Background: an optimization exercise with open tools, aiming at small area and a short achievable clock period. Do not read the settings as production practice. No activity file was given, so power comes from the tool's default toggle rates.

## job 6376
==> flow/design.v <==
module UART_TRANSMITTER(
    input clock_i,
    input reset_n_i,
    input [7:0] data_i,
    input data_write_i,
    input [5:0] data_buffer_full_tresh_i,
    input [1:0] baudrate_select_i,
    output data_buffer_full_o,
    output uart_tx_o
    );
localparam PARITY = 4'd0;
localparam STOP   = 4'd1;
localparam IDLE   = 4'd2;
localparam START  = 4'd3;
reg [5:0] count;
reg [7:0] mem [0:31];      
reg [6:0] baud;
reg [3:0] state;
reg       parity;
reg       tx;
wire [5:0] th = data_buffer_full_tresh_i;
wire [4:0] c = count[4:0];
wire [4:0] t = th[4:0];
wire [4:0] e = c ~^ t;
wire lt = (~c[4] & t[4])
        | (e[4] & ~c[3] & t[3])
        | (e[4] & e[3] & ~c[2] & t[2])
        | (e[4] & e[3] & e[2] & ~c[1] & t[1])
        | (e[4] & e[3] & e[2] & e[1] & ~c[0] & t[0]);
assign data_buffer_full_o = count[5] | (~th[5] & ~lt);
wire wr = data_write_i & ~data_buffer_full_o;
reg tick;
always @(*) begin
    case (baudrate_select_i)
        2'b00: tick = &baud[3:0];
        2'b01: tick = &baud[4:0];
        2'b10: tick = &baud[5:0];
        default: tick = &baud[6:0];
    endcase
end
wire rd = tick & (state == STOP);
wire empty = (count == 6'd0);
wire [5:0] count_up, count_down;
wire [6:0] baud_up;
genvar k;
generate
for (k = 0; k < 6; k = k + 1) begin : cud
    if (k == 0) begin : b0
        assign count_up[k] = ~count[k];
        assign count_down[k] = ~count[k];
    end else begin : bk
        assign count_up[k] = count[k] ^ (&count[k-1:0]);
        assign count_down[k] = count[k] ^ ~(|count[k-1:0]);
    end
end
for (k = 0; k < 7; k = k + 1) begin : bu
    if (k == 0) begin : b0
        assign baud_up[k] = ~baud[k];
    end else begin : bk
        assign baud_up[k] = baud[k] ^ (&baud[k-1:0]);
    end
end
endgenerate
integer i;
always @(posedge clock_i) begin
    if (wr) begin
        mem[1] <= data_i;
        for (i = 2; i < 32; i = i + 1)
            mem[i] <= mem[i-1];
        mem[0] <= mem[31];
    end
end
wire [255:0] flat;
genvar g;
generate for (g = 0; g < 32; g = g + 1) begin : fl
    assign flat[g*8 +: 8] = mem[g];
end endgenerate
wire [7:0] sel = {count[4:0], state[2:0]};
wire [127:0] l1; wire [63:0] l2; wire [31:0] l3; wire [15:0] l4;
wire [7:0] l5; wire [3:0] l6; wire [1:0] l7;
generate
for (g = 0; g < 128; g = g + 1) begin : m1 assign l1[g] = sel[0] ? flat[2*g+1] : flat[2*g]; end
for (g = 0; g < 64; g = g + 1) begin : m2 assign l2[g] = sel[1] ? l1[2*g+1] : l1[2*g]; end
for (g = 0; g < 32; g = g + 1) begin : m3 assign l3[g] = sel[2] ? l2[2*g+1] : l2[2*g]; end
for (g = 0; g < 16; g = g + 1) begin : m4 assign l4[g] = sel[3] ? l3[2*g+1] : l3[2*g]; end
for (g = 0; g < 8; g = g + 1) begin : m5 assign l5[g] = sel[4] ? l4[2*g+1] : l4[2*g]; end
for (g = 0; g < 4; g = g + 1) begin : m6 assign l6[g] = sel[5] ? l5[2*g+1] : l5[2*g]; end
for (g = 0; g < 2; g = g + 1) begin : m7 assign l7[g] = sel[6] ? l6[2*g+1] : l6[2*g]; end
endgenerate
wire bit_now = sel[7] ? l7[1] : l7[0];
always @(posedge clock_i) begin
    if (~reset_n_i) begin
        count <= 6'd0;
        baud <= 7'd0;
        state <= IDLE;
        tx <= 1'b1;
    end else begin
        if (wr & ~rd)
            count <= count_up;
        else if (rd & ~wr)
            count <= count_down;
        baud <= baud_up;
        if (tick & (state != IDLE | ~empty))
            state <= (state == START) ? 4'd8 : state + 4'd1;
        tx <= state[3] ? bit_now : (state == PARITY) ? parity : (state != START);
    end
end
always @(posedge clock_i) begin
    if (state == START)
        parity <= 1'b0;
    else if (tick & state[3])
        parity <= parity ^ bit_now;
end
assign uart_tx_o = tx;
endmodule
export LEC_CHECK = 0
export CAP_MARGIN = 20
export CORE_MARGIN = 2
export CORE_UTILIZATION = 60
export SETUP_SLACK_MARGIN = 2.0
export SLEW_MARGIN = 20
create_clock -name core_clock -period 4.6 [get_ports {clock_i}]
run.sh (not shown) runs the stock make flow with config.mk's settings and CLKGATE_MAP_FILE= SYNTH_SCRIPT=/design/flow/synth_recipe.tcl, a recipe that flattens the netlist after the stock synthesis.
--- input diff job 6376..job 2060 ---
-- flow/design.v --
<<< job 6376, line 20
reg       tx;
wire [5:0] th = data_buffer_full_tresh_i;
wire [4:0] c = count[4:0];
wire [4:0] t = th[4:0];
wire [4:0] e = c ~^ t;
wire lt = (~c[4] & t[4])
        | (e[4] & ~c[3] & t[3])
        | (e[4] & e[3] & ~c[2] & t[2])
        | (e[4] & e[3] & e[2] & ~c[1] & t[1])
        | (e[4] & e[3] & e[2] & e[1] & ~c[0] & t[0]);
assign data_buffer_full_o = count[5] | (~th[5] & ~lt);
wire wr = data_write_i & ~data_buffer_full_o;
reg tick;
>>> job 2060, line 20
reg       tx;
wire [5:0] th = data_buffer_full_tresh_i;
assign data_buffer_full_o = count[5] | (~th[5] & (count[4:0] >= th[4:0]));
wire wr = data_write_i & ~data_buffer_full_o;
reg tick;
<<< job 6376, line 41
wire rd = tick & (state == STOP);
wire empty = (count == 6'd0);
wire [5:0] count_up, count_down;
wire [6:0] baud_up;
genvar k;
generate
for (k = 0; k < 6; k = k + 1) begin : cud
    if (k == 0) begin : b0
        assign count_up[k] = ~count[k];
        assign count_down[k] = ~count[k];
    end else begin : bk
        assign count_up[k] = count[k] ^ (&count[k-1:0]);
        assign count_down[k] = count[k] ^ ~(|count[k-1:0]);
    end
end
for (k = 0; k < 7; k = k + 1) begin : bu
    if (k == 0) begin : b0
        assign baud_up[k] = ~baud[k];
    end else begin : bk
        assign baud_up[k] = baud[k] ^ (&baud[k-1:0]);
    end
end
endgenerate
integer i;
always @(posedge clock_i) begin
>>> job 2060, line 33
wire rd = tick & (state == STOP);
wire empty = (count == 6'd0);
integer i;
always @(posedge clock_i) begin
<<< job 6376, line 96
        tx <= 1'b1;
    end else begin
        if (wr & ~rd)
            count <= count_up;
        else if (rd & ~wr)
            count <= count_down;
        baud <= baud_up;
        if (tick & (state != IDLE | ~empty))
            state <= (state == START) ? 4'd8 : state + 4'd1;
>>> job 2060, line 67
        tx <= 1'b1;
    end else begin
        count <= count + {{5{rd & ~wr}}, rd ^ wr};
        baud <= baud + 7'd1;
        if (tick & (state != IDLE | ~empty))
            state <= (state == START) ? 4'd8 : state + 4'd1;
Findings:
Sequential power share: job 2060 higher than job 6376
Against job 6376, job 2060 comes in 12% higher on number of inserted filler cells in the final layout.
On worst hold margin, job 2060 and job 6376 are basically level.
met2 layer wire length in the routed design came out lower on job 2060 than on job 6376.
~same worst-case clock skew in job 2060 and job 6376
The run showing the smaller count of plain and timing-repair buffers is job 2060.
Lower fmax was reported by job 6376, not job 2060.
Count of clock-buffer cells in the layout was higher in job 6376 than in job 2060.
Job 6376 → job 2060: final critical path time including I/O delays and setup dropped 0.21 ns, total wire length -about 16%, share of the cycle needed by the critical path after routing went down, delay of the slowest cell on the worst path went up.
Measured against job 6376, the wire length per cell after detailed routing of job 2060 comes out at 0.870 times the reference value.
| wire length of the first global-routing pass | higher: job 6376 |
No run of this note included a check of the RTL's function; only the layout flow was run.

==> re-timing with driven ports <==
The results above use ideal ports. As a check the final layouts listed here were re-extracted and re-timed, cells and wires unchanged.
Step 1 sets driving cells, clkbuf_16 on the clock port and buf_2 on the other inputs (assumed; they add their load-dependent delay and slew).
Step 2, shift: input delay + t, output delay - t, t = (earliest + latest rising clock arrival at the registers) / 2. This alone moves slack from input paths to output paths.
a / b / c = ideal / step 1 / step 2; a / b = the first two.
run | shift t [ns] | slack for setup (ns) | worst setup path after step 2 | worst register clock-pin slew, ns | pins driven straight from the clock port
job 6376 | 0.565 | 1.195 / 1.157 / 0.963 | input to register | 0.06 / 0.06 | 1
job 2060 | 0.568 | 1.403 / 1.414 / 0.846 | input to register | 0.06 / 0.06 | 1
After both steps every run listed still meets setup and hold. For job 2060, which loses most, drivers alone change the setup slack by +0.011 ns; drivers and shift together by -0.557 ns.
